From an optimization exercise on the open Yosys and OpenROAD flow, aimed at small area, a short achievable clock period and few clock cycles per item; shortcuts taken in it are not production practice. Function was checked by simulation only, so behaviour that the tests miss may differ from the original. No activity file was given, so power comes from the tool's default toggle rates.

## standard.sh

```bash
#!/bin/bash
# synth_recipe.tcl (not shown) runs the flow's synth.tcl, then flattens the netlist and writes it again
# the make line also repeats each setting of config.mk as NAME=value (left out here)
make -C /OpenROAD-flow-scripts/flow DESIGN_CONFIG=/design/flow/config.mk WORK_HOME=/design/flow/orfs CLKGATE_MAP_FILE= SYNTH_SCRIPT=/design/flow/synth_recipe.tcl "${@:-finish}"
```

## config.mk

```make
export PLATFORM = sky130hd
export DESIGN_NAME = CHIP
export DESIGN_NICKNAME = CHIP
export VERILOG_FILES = /design/flow/design.v
export SDC_FILE = /design/flow/constraint.sdc
export NUM_CORES = 4
export LEC_CHECK = 0
export CAP_MARGIN = 20
export CORE_MARGIN = 2
export CORE_UTILIZATION = 65
export SETUP_SLACK_MARGIN = 5
export SLEW_MARGIN = 20
export SYNTH_HIERARCHICAL = 1
export SYNTH_MINIMUM_KEEP_SIZE = 0
```

## design.v

```verilog
`timescale 1ns/1ps
module CHIP(CLK, RESET, ENABLE, DATA_IN, DATA_OUT, READY);
input           CLK;
input           RESET;
input           ENABLE;
input   [7:0]   DATA_IN;
output  [7:0]   DATA_OUT;
output          READY;
reg     [7:0]   DATA_OUT;
reg             READY;
reg     [4:0]   ph;
reg             stp;         
reg             st6;         
reg     [3:0]   one, two, neg;   
reg     [3:0]   onb, twb, ngb;   
reg             lo8;         
reg             enc;         
reg             e8;          
reg             e14;         
reg             st0;         
reg             r10;         
reg             stk;         
reg             x16;         
reg             x17;         
reg             o23;         
reg             o24;         
reg     [63:0]  A;
reg     [7:0]   bb;          
reg     [3:0]   eblo;        
reg     [53:0]  S;
reg     [53:0]  C;
reg     [7:0]   S_lo;
reg     [7:0]   C_lo;
reg             rcar;
reg             sticky;
reg     [7:0]   prev;
reg             p105;
reg             p105n;       
reg             zf;
reg             ex;
reg             nanf;
reg             sgn;
reg             fbnz;
reg             fa0;         
reg             aE;          
reg             aZe;         
reg             cy;
reg     [4:0]   ph_n;
always @(*) begin
    if (ph == 5'd0) ph_n = ENABLE ? 5'd1 : 5'd0;
    else if (ph == 5'd25) ph_n = 5'd0;
    else ph_n = ph + 5'd1;
end
always @(posedge CLK or posedge RESET) begin
    if (RESET) ph <= 5'd0;
    else ph <= ph_n;
end
always @(posedge CLK)
    READY <= ~RESET & (ph >= 5'd17) & (ph <= 5'd24);
always @(posedge CLK) begin
    stp <= (ph_n >= 5'd9) && (ph_n <= 5'd15);
    st6 <= (ph_n == 5'd15);
    lo8 <= (ph_n < 5'd8);
    enc <= (ph_n >= 5'd8) && (ph_n <= 5'd14);
    e8  <= (ph_n == 5'd8);
    e14 <= (ph_n == 5'd14);
    st0 <= (ph_n == 5'd9);
    r10 <= (ph_n == 5'd10);
    stk <= (ph_n >= 5'd10) && (ph_n <= 5'd15);
    x16 <= (ph_n == 5'd16);
    x17 <= (ph_n == 5'd17);
    o23 <= (ph_n == 5'd23);
    o24 <= (ph_n == 5'd24);
end
always @(posedge CLK) begin
    if (ENABLE && lo8) A <= {DATA_IN, A[63:8]};
    else if (x16) A[62:52] <= A[62:52] + eb;
    else if (x17) A[62:52] <= ex ? 11'h7ff : zf ? 11'd0 : A[62:52] + {1'b1, 8'd0, p105, ~p105};
    bb <= DATA_IN;
    eblo <= bb[7:4];
end
wire [7:0]  m_n  = enc ? (e14 ? {4'b0001, DATA_IN[3:0]} : DATA_IN) : 8'd0;
wire [8:0]  mx   = {m_n, enc & ~e8 & bb[7]};
wire [54:0] am   = {1'b0, 1'b1, A[51:0], 1'b0};    
reg  [3:0]  one_n, two_n, neg_n;
integer k;
always @(*) begin
    for (k = 0; k < 4; k = k + 1) begin
        one_n[k] = mx[2*k+1] ^ mx[2*k];
        two_n[k] = (mx[2*k+2] & ~mx[2*k+1] & ~mx[2*k]) | (~mx[2*k+2] & mx[2*k+1] & mx[2*k]);
        neg_n[k] = mx[2*k+2] & ~(mx[2*k+1] & mx[2*k]);
    end
end
always @(posedge CLK) begin
    one <= one_n;
    two <= two_n;
    neg <= neg_n;
    onb <= ~one_n;
    twb <= ~two_n;
    ngb <= ~neg_n;
end
wire [3:0]  bias = {4{stp}} & ngb;
wire [51:0] kc = 52'hAAAAAAAAAAAAB;
function [53:0] brow;
    input o, t, n, ob, tb, nb;
    input [54:0] a;
    begin
        brow[26:0]  = (({27{o}} & a[27:1]) | ({27{t}} & a[26:0])) ^ {27{n}};
        brow[53:27] = (({27{~ob}} & a[54:28]) | ({27{~tb}} & a[53:27])) ^ {27{~nb}};
    end
endfunction
wire [53:0] x0 = brow(one[0], two[0], neg[0], onb[0], twb[0], ngb[0], am);
wire [53:0] x1 = brow(one[1], two[1], neg[1], onb[1], twb[1], ngb[1], am);
wire [53:0] x2 = brow(one[2], two[2], neg[2], onb[2], twb[2], ngb[2], am);
wire [53:0] x3 = brow(one[3], two[3], neg[3], onb[3], twb[3], ngb[3], am)
                 | {2'b00, {52{st6}} & kc};
wire [61:0] Sn, Cn;
wire s1, c2, s3, c4, s5, c6, s7, c8, s9, c10, s11, c12, s13, c14, s15, c16, s17, c18, s19, c20, s21, c22, s23, c24, s25, c26, s27, c28, s29, c30, s31, c32, s33, c34, s35, c36, s37, c38, s39, c40, s41, c42, s43, c44, s45, c46, s47, c48, s49, c50, s51, c52, s53, c54, s55, c56, s57, c58, s59, c60, s61, c62, s63, c64, s65, c66, s67, c68, s69, c70, s71, c72, s73, c74, s75, c76, s77, c78, s79, c80, s81, c82, s83, c84, s85, c86, s87, c88, s89, c90, s91, c92, s93, c94, s95, c96, s97, c98, s99, c100, s101, c102, s103, c104, s105, c106, s107, c108, s109, c110, s111, c112, s113, c114, s115, c116, s117, c118, s119, c120, s121, c122, s123, c124, s125, c126, s127, c128, s129, c130, s131, c132, s133, c134, s135, c136, s137, c138, s139, c140, s141, c142, s143, c144, s145, c146, s147, c148, s149, c150, s151, c152, s153, c154, s155, c156, s157, c158, s159, c160, s161, c162, s163, c164, s165, c166, s167, c168, s169, c170, s171, c172, s173, c174, s175, c176, s177, c178, s179, c180, s181, c182, s183, c184, s185, c186, s187, c188, s189, c190, s191, c192, s193, c194, s195, c196, s197, c198, s199, c200, s201, c202, s203, c204, s205, c206, s207, c208, s209, c210, s211, c212, s213, c214, s215, c216, s217, c218, s219, c220, s221, c222, s223, c224, s225, c226, s227, c228, s229, c230, s231, c232, s233, c234, s235, c236, s237, c238, s239, c240, s241, c242, s243, c244, s245, c246, s247, c248, s249, c250, s251, c252, s253, c254, s255, c256, s257, c258, s259, c260, s261, c262, s263, c264, s265, c266, s267, c268, s269, c270, s271, c272, s273, c274, s275, c276, s277, c278, s279, c280, s281, c282, s283, c284, s285, c286, s287, c288, s289, c290, s291, c292, s293, c294, s295, c296, s297, c298, s299, c300, s301, c302, s303, c304, s305, c306, s307, c308, s309, c310, s311, c312, s313, c314, s315, c316, s317, c318, s319, c320, s321, c322, s323, c324, s325, c326, s327, c328, s329, c330, s331, c332, s333, c334, s335, c336, s337, c338, s339, c340, s341, c342, s343, c344, s345, c346, s347, c348, s349, c350, s351, c352, s353, c354, s355, c356, s357, c358, s359, c360, s361, c362, s363, c364, s365, c366, s367, c368, s369, c370, s371, c372, s373, c374, s375, c376, s377, c378, s379, c380, s381, c382, s383, c384, s385, c386, s387, c388, s389, c390, s391, c392, s393, c394, s395, c396, s397, c398, s399, c400, s401, c402, s403, c404, s405, c406, s407, c408, s409, c410, s411, c412, s413, c414, s415, c416, s417, c418, s419, c420, s421, c422, s423, c424, s425, c426;
fa u2 (.a(S[0]), .b(C[0]), .c(neg[0]), .s(s1), .co(c2));
fa u4 (.a(S[1]), .b(C[1]), .c(x0[1]), .s(s3), .co(c4));
fa u6 (.a(S[2]), .b(C[2]), .c(neg[1]), .s(s5), .co(c6));
fa u8 (.a(x0[2]), .b(x1[0]), .c(s5), .s(s7), .co(c8));
fa u10 (.a(S[3]), .b(C[3]), .c(x0[3]), .s(s9), .co(c10));
fa u12 (.a(x1[1]), .b(c6), .c(s9), .s(s11), .co(c12));
fa u14 (.a(S[4]), .b(C[4]), .c(neg[2]), .s(s13), .co(c14));
fa u16 (.a(x0[4]), .b(x1[2]), .c(x2[0]), .s(s15), .co(c16));
fa u18 (.a(s13), .b(c10), .c(s15), .s(s17), .co(c18));
fa u20 (.a(S[5]), .b(C[5]), .c(x0[5]), .s(s19), .co(c20));
fa u22 (.a(x1[3]), .b(x2[1]), .c(c14), .s(s21), .co(c22));
fa u24 (.a(c16), .b(s19), .c(s21), .s(s23), .co(c24));
fa u26 (.a(S[6]), .b(C[6]), .c(neg[3]), .s(s25), .co(c26));
fa u28 (.a(x0[6]), .b(x1[4]), .c(x2[2]), .s(s27), .co(c28));
fa u30 (.a(x3[0]), .b(s25), .c(c20), .s(s29), .co(c30));
fa u32 (.a(s27), .b(c22), .c(s29), .s(s31), .co(c32));
fa u34 (.a(S[7]), .b(C[7]), .c(x0[7]), .s(s33), .co(c34));
fa u36 (.a(x1[5]), .b(x2[3]), .c(x3[1]), .s(s35), .co(c36));
fa u38 (.a(c26), .b(c28), .c(s33), .s(s37), .co(c38));
fa u40 (.a(s35), .b(c30), .c(s37), .s(s39), .co(c40));
fa u42 (.a(S[8]), .b(C[8]), .c(x0[8]), .s(s41), .co(c42));
fa u44 (.a(x1[6]), .b(x2[4]), .c(x3[2]), .s(s43), .co(c44));
fa u46 (.a(c34), .b(c36), .c(s41), .s(s45), .co(c46));
fa u48 (.a(s43), .b(c38), .c(s45), .s(s47), .co(c48));
fa u50 (.a(S[9]), .b(C[9]), .c(x0[9]), .s(s49), .co(c50));
fa u52 (.a(x1[7]), .b(x2[5]), .c(x3[3]), .s(s51), .co(c52));
fa u54 (.a(c42), .b(c44), .c(s49), .s(s53), .co(c54));
fa u56 (.a(s51), .b(c46), .c(s53), .s(s55), .co(c56));
fa u58 (.a(S[10]), .b(C[10]), .c(x0[10]), .s(s57), .co(c58));
fa u60 (.a(x1[8]), .b(x2[6]), .c(x3[4]), .s(s59), .co(c60));
fa u62 (.a(c50), .b(c52), .c(s57), .s(s61), .co(c62));
fa u64 (.a(s59), .b(c54), .c(s61), .s(s63), .co(c64));
fa u66 (.a(S[11]), .b(C[11]), .c(x0[11]), .s(s65), .co(c66));
fa u68 (.a(x1[9]), .b(x2[7]), .c(x3[5]), .s(s67), .co(c68));
fa u70 (.a(c58), .b(c60), .c(s65), .s(s69), .co(c70));
fa u72 (.a(s67), .b(c62), .c(s69), .s(s71), .co(c72));
fa u74 (.a(S[12]), .b(C[12]), .c(x0[12]), .s(s73), .co(c74));
fa u76 (.a(x1[10]), .b(x2[8]), .c(x3[6]), .s(s75), .co(c76));
fa u78 (.a(c66), .b(c68), .c(s73), .s(s77), .co(c78));
fa u80 (.a(s75), .b(c70), .c(s77), .s(s79), .co(c80));
fa u82 (.a(S[13]), .b(C[13]), .c(x0[13]), .s(s81), .co(c82));
fa u84 (.a(x1[11]), .b(x2[9]), .c(x3[7]), .s(s83), .co(c84));
fa u86 (.a(c74), .b(c76), .c(s81), .s(s85), .co(c86));
fa u88 (.a(s83), .b(c78), .c(s85), .s(s87), .co(c88));
fa u90 (.a(S[14]), .b(C[14]), .c(x0[14]), .s(s89), .co(c90));
fa u92 (.a(x1[12]), .b(x2[10]), .c(x3[8]), .s(s91), .co(c92));
fa u94 (.a(c82), .b(c84), .c(s89), .s(s93), .co(c94));
fa u96 (.a(s91), .b(c86), .c(s93), .s(s95), .co(c96));
fa u98 (.a(S[15]), .b(C[15]), .c(x0[15]), .s(s97), .co(c98));
fa u100 (.a(x1[13]), .b(x2[11]), .c(x3[9]), .s(s99), .co(c100));
fa u102 (.a(c90), .b(c92), .c(s97), .s(s101), .co(c102));
fa u104 (.a(s99), .b(c94), .c(s101), .s(s103), .co(c104));
fa u106 (.a(S[16]), .b(C[16]), .c(x0[16]), .s(s105), .co(c106));
fa u108 (.a(x1[14]), .b(x2[12]), .c(x3[10]), .s(s107), .co(c108));
fa u110 (.a(c98), .b(c100), .c(s105), .s(s109), .co(c110));
fa u112 (.a(s107), .b(c102), .c(s109), .s(s111), .co(c112));
fa u114 (.a(S[17]), .b(C[17]), .c(x0[17]), .s(s113), .co(c114));
fa u116 (.a(x1[15]), .b(x2[13]), .c(x3[11]), .s(s115), .co(c116));
fa u118 (.a(c106), .b(c108), .c(s113), .s(s117), .co(c118));
fa u120 (.a(s115), .b(c110), .c(s117), .s(s119), .co(c120));
fa u122 (.a(S[18]), .b(C[18]), .c(x0[18]), .s(s121), .co(c122));
fa u124 (.a(x1[16]), .b(x2[14]), .c(x3[12]), .s(s123), .co(c124));
fa u126 (.a(c114), .b(c116), .c(s121), .s(s125), .co(c126));
fa u128 (.a(s123), .b(c118), .c(s125), .s(s127), .co(c128));
fa u130 (.a(S[19]), .b(C[19]), .c(x0[19]), .s(s129), .co(c130));
fa u132 (.a(x1[17]), .b(x2[15]), .c(x3[13]), .s(s131), .co(c132));
fa u134 (.a(c122), .b(c124), .c(s129), .s(s133), .co(c134));
fa u136 (.a(s131), .b(c126), .c(s133), .s(s135), .co(c136));
fa u138 (.a(S[20]), .b(C[20]), .c(x0[20]), .s(s137), .co(c138));
fa u140 (.a(x1[18]), .b(x2[16]), .c(x3[14]), .s(s139), .co(c140));
fa u142 (.a(c130), .b(c132), .c(s137), .s(s141), .co(c142));
fa u144 (.a(s139), .b(c134), .c(s141), .s(s143), .co(c144));
fa u146 (.a(S[21]), .b(C[21]), .c(x0[21]), .s(s145), .co(c146));
fa u148 (.a(x1[19]), .b(x2[17]), .c(x3[15]), .s(s147), .co(c148));
fa u150 (.a(c138), .b(c140), .c(s145), .s(s149), .co(c150));
fa u152 (.a(s147), .b(c142), .c(s149), .s(s151), .co(c152));
fa u154 (.a(S[22]), .b(C[22]), .c(x0[22]), .s(s153), .co(c154));
fa u156 (.a(x1[20]), .b(x2[18]), .c(x3[16]), .s(s155), .co(c156));
fa u158 (.a(c146), .b(c148), .c(s153), .s(s157), .co(c158));
fa u160 (.a(s155), .b(c150), .c(s157), .s(s159), .co(c160));
fa u162 (.a(S[23]), .b(C[23]), .c(x0[23]), .s(s161), .co(c162));
fa u164 (.a(x1[21]), .b(x2[19]), .c(x3[17]), .s(s163), .co(c164));
fa u166 (.a(c154), .b(c156), .c(s161), .s(s165), .co(c166));
fa u168 (.a(s163), .b(c158), .c(s165), .s(s167), .co(c168));
fa u170 (.a(S[24]), .b(C[24]), .c(x0[24]), .s(s169), .co(c170));
fa u172 (.a(x1[22]), .b(x2[20]), .c(x3[18]), .s(s171), .co(c172));
fa u174 (.a(c162), .b(c164), .c(s169), .s(s173), .co(c174));
fa u176 (.a(s171), .b(c166), .c(s173), .s(s175), .co(c176));
fa u178 (.a(S[25]), .b(C[25]), .c(x0[25]), .s(s177), .co(c178));
fa u180 (.a(x1[23]), .b(x2[21]), .c(x3[19]), .s(s179), .co(c180));
fa u182 (.a(c170), .b(c172), .c(s177), .s(s181), .co(c182));
fa u184 (.a(s179), .b(c174), .c(s181), .s(s183), .co(c184));
fa u186 (.a(S[26]), .b(C[26]), .c(x0[26]), .s(s185), .co(c186));
fa u188 (.a(x1[24]), .b(x2[22]), .c(x3[20]), .s(s187), .co(c188));
fa u190 (.a(c178), .b(c180), .c(s185), .s(s189), .co(c190));
fa u192 (.a(s187), .b(c182), .c(s189), .s(s191), .co(c192));
fa u194 (.a(S[27]), .b(C[27]), .c(x0[27]), .s(s193), .co(c194));
fa u196 (.a(x1[25]), .b(x2[23]), .c(x3[21]), .s(s195), .co(c196));
fa u198 (.a(c186), .b(c188), .c(s193), .s(s197), .co(c198));
fa u200 (.a(s195), .b(c190), .c(s197), .s(s199), .co(c200));
fa u202 (.a(S[28]), .b(C[28]), .c(x0[28]), .s(s201), .co(c202));
fa u204 (.a(x1[26]), .b(x2[24]), .c(x3[22]), .s(s203), .co(c204));
fa u206 (.a(c194), .b(c196), .c(s201), .s(s205), .co(c206));
fa u208 (.a(s203), .b(c198), .c(s205), .s(s207), .co(c208));
fa u210 (.a(S[29]), .b(C[29]), .c(x0[29]), .s(s209), .co(c210));
fa u212 (.a(x1[27]), .b(x2[25]), .c(x3[23]), .s(s211), .co(c212));
fa u214 (.a(c202), .b(c204), .c(s209), .s(s213), .co(c214));
fa u216 (.a(s211), .b(c206), .c(s213), .s(s215), .co(c216));
fa u218 (.a(S[30]), .b(C[30]), .c(x0[30]), .s(s217), .co(c218));
fa u220 (.a(x1[28]), .b(x2[26]), .c(x3[24]), .s(s219), .co(c220));
fa u222 (.a(c210), .b(c212), .c(s217), .s(s221), .co(c222));
fa u224 (.a(s219), .b(c214), .c(s221), .s(s223), .co(c224));
fa u226 (.a(S[31]), .b(C[31]), .c(x0[31]), .s(s225), .co(c226));
fa u228 (.a(x1[29]), .b(x2[27]), .c(x3[25]), .s(s227), .co(c228));
fa u230 (.a(c218), .b(c220), .c(s225), .s(s229), .co(c230));
fa u232 (.a(s227), .b(c222), .c(s229), .s(s231), .co(c232));
fa u234 (.a(S[32]), .b(C[32]), .c(x0[32]), .s(s233), .co(c234));
fa u236 (.a(x1[30]), .b(x2[28]), .c(x3[26]), .s(s235), .co(c236));
fa u238 (.a(c226), .b(c228), .c(s233), .s(s237), .co(c238));
fa u240 (.a(s235), .b(c230), .c(s237), .s(s239), .co(c240));
fa u242 (.a(S[33]), .b(C[33]), .c(x0[33]), .s(s241), .co(c242));
fa u244 (.a(x1[31]), .b(x2[29]), .c(x3[27]), .s(s243), .co(c244));
fa u246 (.a(c234), .b(c236), .c(s241), .s(s245), .co(c246));
fa u248 (.a(s243), .b(c238), .c(s245), .s(s247), .co(c248));
fa u250 (.a(S[34]), .b(C[34]), .c(x0[34]), .s(s249), .co(c250));
fa u252 (.a(x1[32]), .b(x2[30]), .c(x3[28]), .s(s251), .co(c252));
fa u254 (.a(c242), .b(c244), .c(s249), .s(s253), .co(c254));
fa u256 (.a(s251), .b(c246), .c(s253), .s(s255), .co(c256));
fa u258 (.a(S[35]), .b(C[35]), .c(x0[35]), .s(s257), .co(c258));
fa u260 (.a(x1[33]), .b(x2[31]), .c(x3[29]), .s(s259), .co(c260));
fa u262 (.a(c250), .b(c252), .c(s257), .s(s261), .co(c262));
fa u264 (.a(s259), .b(c254), .c(s261), .s(s263), .co(c264));
fa u266 (.a(S[36]), .b(C[36]), .c(x0[36]), .s(s265), .co(c266));
fa u268 (.a(x1[34]), .b(x2[32]), .c(x3[30]), .s(s267), .co(c268));
fa u270 (.a(c258), .b(c260), .c(s265), .s(s269), .co(c270));
fa u272 (.a(s267), .b(c262), .c(s269), .s(s271), .co(c272));
fa u274 (.a(S[37]), .b(C[37]), .c(x0[37]), .s(s273), .co(c274));
fa u276 (.a(x1[35]), .b(x2[33]), .c(x3[31]), .s(s275), .co(c276));
fa u278 (.a(c266), .b(c268), .c(s273), .s(s277), .co(c278));
fa u280 (.a(s275), .b(c270), .c(s277), .s(s279), .co(c280));
fa u282 (.a(S[38]), .b(C[38]), .c(x0[38]), .s(s281), .co(c282));
fa u284 (.a(x1[36]), .b(x2[34]), .c(x3[32]), .s(s283), .co(c284));
fa u286 (.a(c274), .b(c276), .c(s281), .s(s285), .co(c286));
fa u288 (.a(s283), .b(c278), .c(s285), .s(s287), .co(c288));
fa u290 (.a(S[39]), .b(C[39]), .c(x0[39]), .s(s289), .co(c290));
fa u292 (.a(x1[37]), .b(x2[35]), .c(x3[33]), .s(s291), .co(c292));
fa u294 (.a(c282), .b(c284), .c(s289), .s(s293), .co(c294));
fa u296 (.a(s291), .b(c286), .c(s293), .s(s295), .co(c296));
fa u298 (.a(S[40]), .b(C[40]), .c(x0[40]), .s(s297), .co(c298));
fa u300 (.a(x1[38]), .b(x2[36]), .c(x3[34]), .s(s299), .co(c300));
fa u302 (.a(c290), .b(c292), .c(s297), .s(s301), .co(c302));
fa u304 (.a(s299), .b(c294), .c(s301), .s(s303), .co(c304));
fa u306 (.a(S[41]), .b(C[41]), .c(x0[41]), .s(s305), .co(c306));
fa u308 (.a(x1[39]), .b(x2[37]), .c(x3[35]), .s(s307), .co(c308));
fa u310 (.a(c298), .b(c300), .c(s305), .s(s309), .co(c310));
fa u312 (.a(s307), .b(c302), .c(s309), .s(s311), .co(c312));
fa u314 (.a(S[42]), .b(C[42]), .c(x0[42]), .s(s313), .co(c314));
fa u316 (.a(x1[40]), .b(x2[38]), .c(x3[36]), .s(s315), .co(c316));
fa u318 (.a(c306), .b(c308), .c(s313), .s(s317), .co(c318));
fa u320 (.a(s315), .b(c310), .c(s317), .s(s319), .co(c320));
fa u322 (.a(S[43]), .b(C[43]), .c(x0[43]), .s(s321), .co(c322));
fa u324 (.a(x1[41]), .b(x2[39]), .c(x3[37]), .s(s323), .co(c324));
fa u326 (.a(c314), .b(c316), .c(s321), .s(s325), .co(c326));
fa u328 (.a(s323), .b(c318), .c(s325), .s(s327), .co(c328));
fa u330 (.a(S[44]), .b(C[44]), .c(x0[44]), .s(s329), .co(c330));
fa u332 (.a(x1[42]), .b(x2[40]), .c(x3[38]), .s(s331), .co(c332));
fa u334 (.a(c322), .b(c324), .c(s329), .s(s333), .co(c334));
fa u336 (.a(s331), .b(c326), .c(s333), .s(s335), .co(c336));
fa u338 (.a(S[45]), .b(C[45]), .c(x0[45]), .s(s337), .co(c338));
fa u340 (.a(x1[43]), .b(x2[41]), .c(x3[39]), .s(s339), .co(c340));
fa u342 (.a(c330), .b(c332), .c(s337), .s(s341), .co(c342));
fa u344 (.a(s339), .b(c334), .c(s341), .s(s343), .co(c344));
fa u346 (.a(S[46]), .b(C[46]), .c(x0[46]), .s(s345), .co(c346));
fa u348 (.a(x1[44]), .b(x2[42]), .c(x3[40]), .s(s347), .co(c348));
fa u350 (.a(c338), .b(c340), .c(s345), .s(s349), .co(c350));
fa u352 (.a(s347), .b(c342), .c(s349), .s(s351), .co(c352));
fa u354 (.a(S[47]), .b(C[47]), .c(x0[47]), .s(s353), .co(c354));
fa u356 (.a(x1[45]), .b(x2[43]), .c(x3[41]), .s(s355), .co(c356));
fa u358 (.a(c346), .b(c348), .c(s353), .s(s357), .co(c358));
fa u360 (.a(s355), .b(c350), .c(s357), .s(s359), .co(c360));
fa u362 (.a(S[48]), .b(C[48]), .c(x0[48]), .s(s361), .co(c362));
fa u364 (.a(x1[46]), .b(x2[44]), .c(x3[42]), .s(s363), .co(c364));
fa u366 (.a(c354), .b(c356), .c(s361), .s(s365), .co(c366));
fa u368 (.a(s363), .b(c358), .c(s365), .s(s367), .co(c368));
fa u370 (.a(S[49]), .b(C[49]), .c(x0[49]), .s(s369), .co(c370));
fa u372 (.a(x1[47]), .b(x2[45]), .c(x3[43]), .s(s371), .co(c372));
fa u374 (.a(c362), .b(c364), .c(s369), .s(s373), .co(c374));
fa u376 (.a(s371), .b(c366), .c(s373), .s(s375), .co(c376));
fa u378 (.a(S[50]), .b(C[50]), .c(x0[50]), .s(s377), .co(c378));
fa u380 (.a(x1[48]), .b(x2[46]), .c(x3[44]), .s(s379), .co(c380));
fa u382 (.a(c370), .b(c372), .c(s377), .s(s381), .co(c382));
fa u384 (.a(s379), .b(c374), .c(s381), .s(s383), .co(c384));
fa u386 (.a(S[51]), .b(C[51]), .c(x0[51]), .s(s385), .co(c386));
fa u388 (.a(x1[49]), .b(x2[47]), .c(x3[45]), .s(s387), .co(c388));
fa u390 (.a(c378), .b(c380), .c(s385), .s(s389), .co(c390));
fa u392 (.a(s387), .b(c382), .c(s389), .s(s391), .co(c392));
fa u394 (.a(S[52]), .b(C[52]), .c(x0[52]), .s(s393), .co(c394));
fa u396 (.a(x1[50]), .b(x2[48]), .c(x3[46]), .s(s395), .co(c396));
fa u398 (.a(c386), .b(c388), .c(s393), .s(s397), .co(c398));
fa u400 (.a(s395), .b(c390), .c(s397), .s(s399), .co(c400));
fa u402 (.a(S[53]), .b(C[53]), .c(x0[53]), .s(s401), .co(c402));
fa u404 (.a(x1[51]), .b(x2[49]), .c(x3[47]), .s(s403), .co(c404));
fa u406 (.a(c394), .b(c396), .c(s401), .s(s405), .co(c406));
fa u408 (.a(s403), .b(c398), .c(s405), .s(s407), .co(c408));
fa u410 (.a(bias[0]), .b(x1[52]), .c(x2[50]), .s(s409), .co(c410));
fa u412 (.a(x3[48]), .b(c402), .c(c404), .s(s411), .co(c412));
fa u414 (.a(s409), .b(c406), .c(s411), .s(s413), .co(c414));
fa u416 (.a(x1[53]), .b(x2[51]), .c(x3[49]), .s(s415), .co(c416));
fa u418 (.a(c410), .b(s415), .c(c412), .s(s417), .co(c418));
fa u420 (.a(bias[1]), .b(x2[52]), .c(x3[50]), .s(s419), .co(c420));
fa u422 (.a(c416), .b(s419), .c(c418), .s(s421), .co(c422));
fa u424 (.a(x2[53]), .b(x3[51]), .c(c420), .s(s423), .co(c424));
fa u426 (.a(bias[2]), .b(x3[52]), .c(c424), .s(s425), .co(c426));
assign Sn = {1'b0, bias[3], x3[53], s425, c422, s421, c414, c408, c400, c392, c384, c376, c368, c360, c352, c344, c336, c328, c320, c312, c304, c296, c288, c280, c272, c264, c256, c248, c240, c232, c224, c216, c208, c200, c192, c184, c176, c168, c160, c152, c144, c136, c128, c120, c112, c104, c96, c88, c80, c72, c64, c56, c48, c40, c32, c24, c18, c12, c8, c4, c2, x0[0]};
assign Cn = {1'b0, 1'b0, c426, 1'b0, s423, 1'b0, s417, s413, s407, s399, s391, s383, s375, s367, s359, s351, s343, s335, s327, s319, s311, s303, s295, s287, s279, s271, s263, s255, s247, s239, s231, s223, s215, s207, s199, s191, s183, s175, s167, s159, s151, s143, s135, s127, s119, s111, s103, s95, s87, s79, s71, s63, s55, s47, s39, s31, s23, s17, s11, s7, s3, s1};
always @(posedge CLK) begin
    S <= Sn[61:8];
    C <= Cn[61:8];
    S_lo <= Sn[7:0];
    C_lo <= Cn[7:0];
end
wire        rcin = rcar & ~r10;
wire [9:0]  rsum = {1'b0, S_lo, rcin} + {1'b0, C_lo, rcin};
wire [7:0]  res  = rsum[8:1];
wire        rco  = rsum[9];
always @(posedge CLK) begin
    rcar <= rco;
    prev <= res;
    if (stk)
        sticky <= (~r10 & sticky) | (|((S_lo ^ C_lo) ^ {S_lo[6:0] | C_lo[6:0], rcin}));
end
reg  [48:0] tg, tp;
integer l, q;
always @(*) begin
    tg = S[48:0] & C[48:0];
    tp = S[48:0] | C[48:0];
    for (l = 1; l < 64; l = l * 2)
        for (q = 0; q < 49; q = q + 1)
            if ((q % (2 * l)) == 0 && q + l < 49) begin
                tg[q] = tg[q + l] | (tp[q + l] & tg[q]);
                tp[q] = tp[q + l] & tp[q];
            end
end
wire        c49  = tg[0] | (tp[0] & rco);
wire        hs49 = S[49] ^ C[49] ^ c49;
wire        aZ  = aZe & fa0;
wire [10:0] eb  = {bb[6:0], eblo};
wire        bE  = &eb;
wire        bZ  = ~|eb & ~fbnz;
wire        sa  = A[63];
wire        sb  = bb[7];
wire        s_n = aE ? (fa0 ? sa : ((bE & fbnz) ? sb : sa ^ sb))
                : bE ? (fbnz ? sb : (fa0 ? 1'b1 : sa ^ sb))
                : sa ^ sb;
always @(posedge CLK) begin
    fa0 <= ~|A[51:0];
    aE  <= &A[62:52];
    aZe <= ~|A[62:52];
    if (stp)
        fbnz <= (~st0 & fbnz) | (|(st6 ? {4'd0, bb[3:0]} : bb));
    if (x16) begin
        zf   <= aE | bE | aZ | bZ;
        nanf <= (aE & fa0) | (bE & ~fbnz);
        sgn  <= s_n;
        p105 <= hs49;
        p105n <= ~hs49;
        ex   <= aE | bE;
    end
end
wire        ru1 = prev[4] & (prev[3] | prev[2] | prev[1] | prev[0] | sticky | prev[5]);
wire        ru0 = prev[3] & (prev[2] | prev[1] | prev[0] | sticky | prev[4]);
wire        ru  = p105 ? ru1 : ru0;
wire [7:0]  win = p105n ? {res[3:0], prev[7:4]} : {res[4:0], prev[7:5]};
wire        cin = x17 ? ru : cy;
function [7:0] incr;
    input [7:0] w;
    input c;
    integer k;
    begin
        for (k = 0; k < 8; k = k + 1)
            incr[k] = w[k] ^ (c & ((w | ~({8{1'b1}} >> (8 - k))) == 8'hff));
    end
endfunction
wire [7:0]  inc = incr(win, cin);
always @(posedge CLK) begin
    cy <= cin & (&win);
    if (o24)
        DATA_OUT <= {sgn, A[62:56]};
    else if (o23)
        DATA_OUT <= {A[55:52], zf ? {nanf, 3'b000} : inc[3:0]};
    else
        DATA_OUT <= zf ? 8'd0 : inc;
end
endmodule
module fa(a, b, c, s, co);
input a, b, c;
output s, co;
assign s = a ^ b ^ c;
assign co = (a & b) | (a & c) | (b & c);
endmodule
```

## constraint.sdc

```tcl
create_clock -name core_clock -period 8.0 [get_ports {CLK}]
set_input_delay 1.6000 -clock core_clock [delete_from_list [all_inputs] [get_ports {CLK}]]
set_output_delay 1.6000 -clock core_clock [all_outputs]
set_load 0.01 [all_outputs]
```

## flow/run.sh

```bash
#!/bin/bash
# Layout flow: the standard flow (standard.sh), unchanged for synthesis and
# floorplan/power grid, with these settings for the steps after synthesis:
#  - the delay cells (clkdlybuf4s*, dlygate4sd*, dlymetal6s*) join the platform's
#    don't-use list, so that port, fanout and repair buffers are plain buffers;
#  - timing repair may change a cell's footprint (MATCH_CELL_FOOTPRINT=0);
#  - timing repair aims 0.4 ns beyond the clock period (SETUP_SLACK_MARGIN=5.4)
#    using sizing, pin swaps and cloning only;
#  - clock tree synthesis uses clkbuf_8 buffers, clusters up to 16 sinks within
#    50 um per leaf buffer and inserts no dummy loads (CTS_ARGS).
# Each step's output goes to a log file in the folder the flow runs in; ORFS keeps
# its own logs under orfs/logs.
set -euo pipefail
cd "$(dirname "$0")/.."
PLATFORM_DONT_USE="sky130_fd_sc_hd__probe_p_8 sky130_fd_sc_hd__probec_p_8 sky130_fd_sc_hd__lpflow_bleeder_1 sky130_fd_sc_hd__lpflow_clkbufkapwr_1 sky130_fd_sc_hd__lpflow_clkbufkapwr_16 sky130_fd_sc_hd__lpflow_clkbufkapwr_2 sky130_fd_sc_hd__lpflow_clkbufkapwr_4 sky130_fd_sc_hd__lpflow_clkbufkapwr_8 sky130_fd_sc_hd__lpflow_clkinvkapwr_1 sky130_fd_sc_hd__lpflow_clkinvkapwr_16 sky130_fd_sc_hd__lpflow_clkinvkapwr_2 sky130_fd_sc_hd__lpflow_clkinvkapwr_4 sky130_fd_sc_hd__lpflow_clkinvkapwr_8 sky130_fd_sc_hd__lpflow_decapkapwr_12 sky130_fd_sc_hd__lpflow_decapkapwr_3 sky130_fd_sc_hd__lpflow_decapkapwr_4 sky130_fd_sc_hd__lpflow_decapkapwr_6 sky130_fd_sc_hd__lpflow_decapkapwr_8 sky130_fd_sc_hd__lpflow_inputiso0n_1 sky130_fd_sc_hd__lpflow_inputiso0p_1 sky130_fd_sc_hd__lpflow_inputiso1n_1 sky130_fd_sc_hd__lpflow_inputiso1p_1 sky130_fd_sc_hd__lpflow_inputisolatch_1 sky130_fd_sc_hd__lpflow_isobufsrc_1 sky130_fd_sc_hd__lpflow_isobufsrc_16 sky130_fd_sc_hd__lpflow_isobufsrc_2 sky130_fd_sc_hd__lpflow_isobufsrc_4 sky130_fd_sc_hd__lpflow_isobufsrc_8 sky130_fd_sc_hd__lpflow_isobufsrckapwr_16 sky130_fd_sc_hd__lpflow_lsbuf_lh_hl_isowell_tap_1 sky130_fd_sc_hd__lpflow_lsbuf_lh_hl_isowell_tap_2 sky130_fd_sc_hd__lpflow_lsbuf_lh_hl_isowell_tap_4 sky130_fd_sc_hd__lpflow_lsbuf_lh_isowell_4 sky130_fd_sc_hd__lpflow_lsbuf_lh_isowell_tap_1 sky130_fd_sc_hd__lpflow_lsbuf_lh_isowell_tap_2 sky130_fd_sc_hd__lpflow_lsbuf_lh_isowell_tap_4"
DELAY_CELLS="sky130_fd_sc_hd__clkdlybuf4s15_1 sky130_fd_sc_hd__clkdlybuf4s15_2 sky130_fd_sc_hd__clkdlybuf4s18_1 sky130_fd_sc_hd__clkdlybuf4s18_2 sky130_fd_sc_hd__clkdlybuf4s25_1 sky130_fd_sc_hd__clkdlybuf4s25_2 sky130_fd_sc_hd__clkdlybuf4s50_1 sky130_fd_sc_hd__clkdlybuf4s50_2 sky130_fd_sc_hd__dlygate4sd1_1 sky130_fd_sc_hd__dlygate4sd2_1 sky130_fd_sc_hd__dlygate4sd3_1 sky130_fd_sc_hd__dlymetal6s2s_1 sky130_fd_sc_hd__dlymetal6s4s_1 sky130_fd_sc_hd__dlymetal6s6s_1"
bash standard.sh synth > synth.log 2>&1
bash standard.sh "DONT_USE_CELLS=$PLATFORM_DONT_USE $DELAY_CELLS" MATCH_CELL_FOOTPRINT=0 \
    SETUP_SLACK_MARGIN=5.4 SETUP_MOVE_SEQUENCE=sizeup,swap,clone \
    "CTS_ARGS=-sink_clustering_enable -repair_clock_nets -dont_use_dummy_load -sink_clustering_size 16 -sink_clustering_max_diameter 50 -buf_list sky130_fd_sc_hd__clkbuf_8" \
    finish > layout.log 2>&1
```

==> run notes <==
cell families after synthesis:
family	synth area share, %
flip-flops	34.0
multiplexers	0.398
AND/OR/NAND/NOR	7.74
other	0.0209
AO/OA/AOI/OAI	14.6
XOR/XNOR	12.6
buffers and inverters	3.98
adder cells (fa/ha/maj)	26.7
layout by cell type (no fill, tap or decap), types with 6 or more instances in the layout:
| cell | Yosys | final |
|---|---|---|
| and3_1 | 7 | 7 |
| nor3_1 | 14 | 14 |
| dfxtp_4 | 0 | 25 |
| a22oi_1 | 116 | 100 |
| inv_2 | 0 | 23 |
| nand2b_1 | 31 | 31 |
| clkbuf_2 | 2 | 7 |
| a21oi_1 | 44 | 42 |
| ha_1 | 35 | 28 |
| o21ai_0 | 39 | 37 |
| nand3_1 | 19 | 19 |
| a22o_1 | 7 | 7 |
| nor2_1 | 62 | 62 |
| inv_4 | 0 | 6 |
| nand4_1 | 9 | 9 |
| nand2_1 | 59 | 58 |
| xnor2_1 | 212 | 195 |
| o22ai_1 | 116 | 95 |
| xnor2_2 | 0 | 17 |
| o22ai_4 | 0 | 9 |
| o211ai_1 | 6 | 6 |
| nor2b_1 | 13 | 12 |
| dfxtp_1 | 190 | 159 |
| a21o_1 | 6 | 6 |
| a31oi_1 | 12 | 11 |
| xor2_1 | 45 | 44 |
| fa_2 | 0 | 24 |
| buf_1 | 26 | 13 |
| clkbuf_8 | 0 | 34 |
| fa_1 | 216 | 192 |
| and2_1 | 12 | 12 |
| inv_1 | 74 | 44 |
| nor4_1 | 27 | 26 |
| dfxtp_2 | 0 | 6 |
| a22oi_2 | 0 | 16 |
| o22ai_2 | 0 | 12 |
| edfxtp_1 | 72 | 72 |
metrics by stage:
step	hold WS (ps)	cell area (um^2)	utilization [%]	setup slack (ps)	total power, mW
after floorplan	370	18000	-	5400	6.75
after global placement	413	18100	66.8	4230	8.18
after detailed placement	412	18100	66.9	4070	8.41
after CTS	417	19000	70.5	5220	9.45
after global routing	431	19500	72.3	5180	10.5
final	430	19500	72.3	5240	9.67
Yosys stat by module (local to each module, per instance):
module / times used / cell area, um^2
CHIP: 1 / 13700
fa: 213 / 20.0
worst max-delay path: stages, from the launching register on:
cell,delay (ps)
dfxtp_2,350
ha_4,170
or3_4,380
o221a_4,250
a41o_1,220
nor4_4,220
o41ai_4,150
a31oi_4,340
o2111ai_4,200
xor2_1,190
state kept, by name, summed over array words and instances, names as in the netlist, 5 cells and up:
register / count
A: 64
S: 53
C: 50
C_lo: 8
DATA_OUT: 8
S_lo: 8
bb: 8
prev: 8
ph: 5
power by group:
group	switching (mW)	internal [mW]
Clock	0.474	0.378
Sequential	0.941	2.09
Combinational	3.04	2.74
routing by layer:
metal  part of all wire (%)  global-route usage, %  up-vias
li1                       -                      -     5599
met1                     43                   45.4     6346
met2                     47                   50.8      491
met3                    6.5                   4.33       85
met4                    2.6                   8.32        0
met5                      0                      0        -
worst max-delay path by stage:
stage,to,cells past startpoint
2_1_floorplan,S[48],7
3_3_place_gp,A[44],4
3_5_place_dp,A[41],4
4_1_cts,p105,10
5_1_grt,p105,10
6_report,p105,9
cell type report:
class	instances	area [um^2]
multi-input combinational	1182	11800
fill	1928	7490
sequential	267	6190
clock buffer	34	468
tap	341	427
timing repair buffer	36	350
inverter	74	305
timing repair inverter	1	8.76
timing repair:
item / in CTS / in global routing
gates resized for setup: 171 / 103
pin swaps: 24 / 38
endpoints found under the setup margin: 187 / 91
cloned: 3 / 2
endpoints found under the hold margin: 0 / 0
==> impl_results.md <==
- Run status: finished clean
- Layout cells sized above 1: 14.5%
- First-pass GRT wire length: 69900 um
- DR vias: 12.5k
- Placer Congestion: 0.892
- Clock tree buffer depth: 3
- Hold Path End: eblo[3]
- Iter 0 DRT Violations: 1292
- Max-slew headroom: 39.6%
- Period utilisation layout: 34.5%
- Starting Density: 66.3%
- CTS tree: built
- Synth area leader: fa_1
- Largest net degree at the start of global routing: 53
- Worst R2R Setup Slack: 5240 ps
- Dpl hpwl: 32100 um
- Sequential share of the synthesized area: 34.0%
- Worst reg2reg endpoint: p105
- Async SR Flop Fraction: 1.87%
- Clk sink count: 267
- Drt drc: 0
- Worst-path clk slew: 80 ps
- Net count, final: 1858
- Pwr dens: 495 nW/um^2
- CP Data Required Time: 8270 ps
- Skew final: 58.9 ps
- Area Growth Syn to Fin: 8.95%
- Count leader, synth: fa_1
- Launching point of the worst reg2reg path: S_lo[2]
- # rows: 60
- Worst ir drop on vdd: 343 uV
- Synth top area cells: fa_1 24%, dfxtp_1 21%, edfxtp_1 12%
- Startpoint Class: flop
- Post-synth EDFFs: 72
- Max-Cap Viols: 0
- Port bufs: 19
- Final setup fails: 0
- Final Max Slew Viols: 0
- Post-synth cell types: 67
- H-tree Lvls: 2
- Crit-path max FO: 4
- DRT Pass-1 Iters: 7
- Top FF cell, synth: dfxtp_1
- LEAKAGE: 7.48 nW
- Critical Path AT: 3030 ps
- Setup Total Neg Slack: 0 ps
- WL/cell: 23.3 um
- Synth Area per Inst: 11.0 um^2
- Inserted Diodes: 0
- Hold Buf Count CTS: 0
- Die area: 28900 um^2
- RSZ-0062 raised after global routing: true
- Commonest cells in the netlist: 216 x fa_1, 212 x xnor2_1, 190 x dfxtp_1
- Mapped Cells: 1634
- Synth Warn #: 7
- Min Tclk post-route: 2760 ps
- Total GRT Usage: 31.5%
- Via density: 6.47
- Height of the die: 170 um
- Critical Path End Type: flop
- Hold_sp: bb[7]
- Slew @ Worst Pin: 905 ps
- Fmax: 0.363 GHz
- Post-CTS setup buffer count: 0
- Worst-Skew Late Latency: 560 ps
- Setup CP Type: flop to flop
- Critical path origin: S_lo[2]
- Worst Hold Class: flop to flop
- Share of the synthesized area in the top cell type: 24.1%
- Antenna viol nets, final: 0
- WL final: 45100 um
- Hold path cells: 0
- Final Hold Viols: 0
- Mapped Area: 17900 um^2
- Non-Filler Instances: 1935
- GRT overflow: 0
- Die X-Extent: 170 um
- CTS Buf Count: 34
- Synth Register Bits: 267
- Cells after DPL: 1896
- # IOs: 20
- Core area: 27000 um^2
- Initial antenna violation count: 1
- Worst R2R Path Depth: 9
- Root Buffer: clkbuf_8
- Vias in the first global route: 12.4k
Testbench counts, summed over its fixed seeds: cycles 9,984, items 384.

## re-timing with driven ports
How much do the figures lean on ideal ports? The routed layout below was timed once more, with nothing changed but the port constraints.
Step 1, drivers: a clkbuf_16 drives CLK and a buf_2 each remaining input, both assumed.
Step 2, shift: input delay + t, output delay - t, t = (earliest + latest rising clock arrival at the registers) / 2. This alone moves slack from input paths to output paths.
Three values: ideal ports, drivers, drivers and shift; two values: the first two.
t (ns): 0.571
slack for setup (ns): 5.242 / 5.242 / 4.999
hold slack, ns: 0.430 / 0.430 / 0.430
worst setup path after step 2: input to register
worst data-port slew with drivers (ns): 0.03
After both steps setup and hold are still met in this run. For this run, drivers alone change the setup slack by 0.000 ns; drivers and shift together by -0.243 ns.
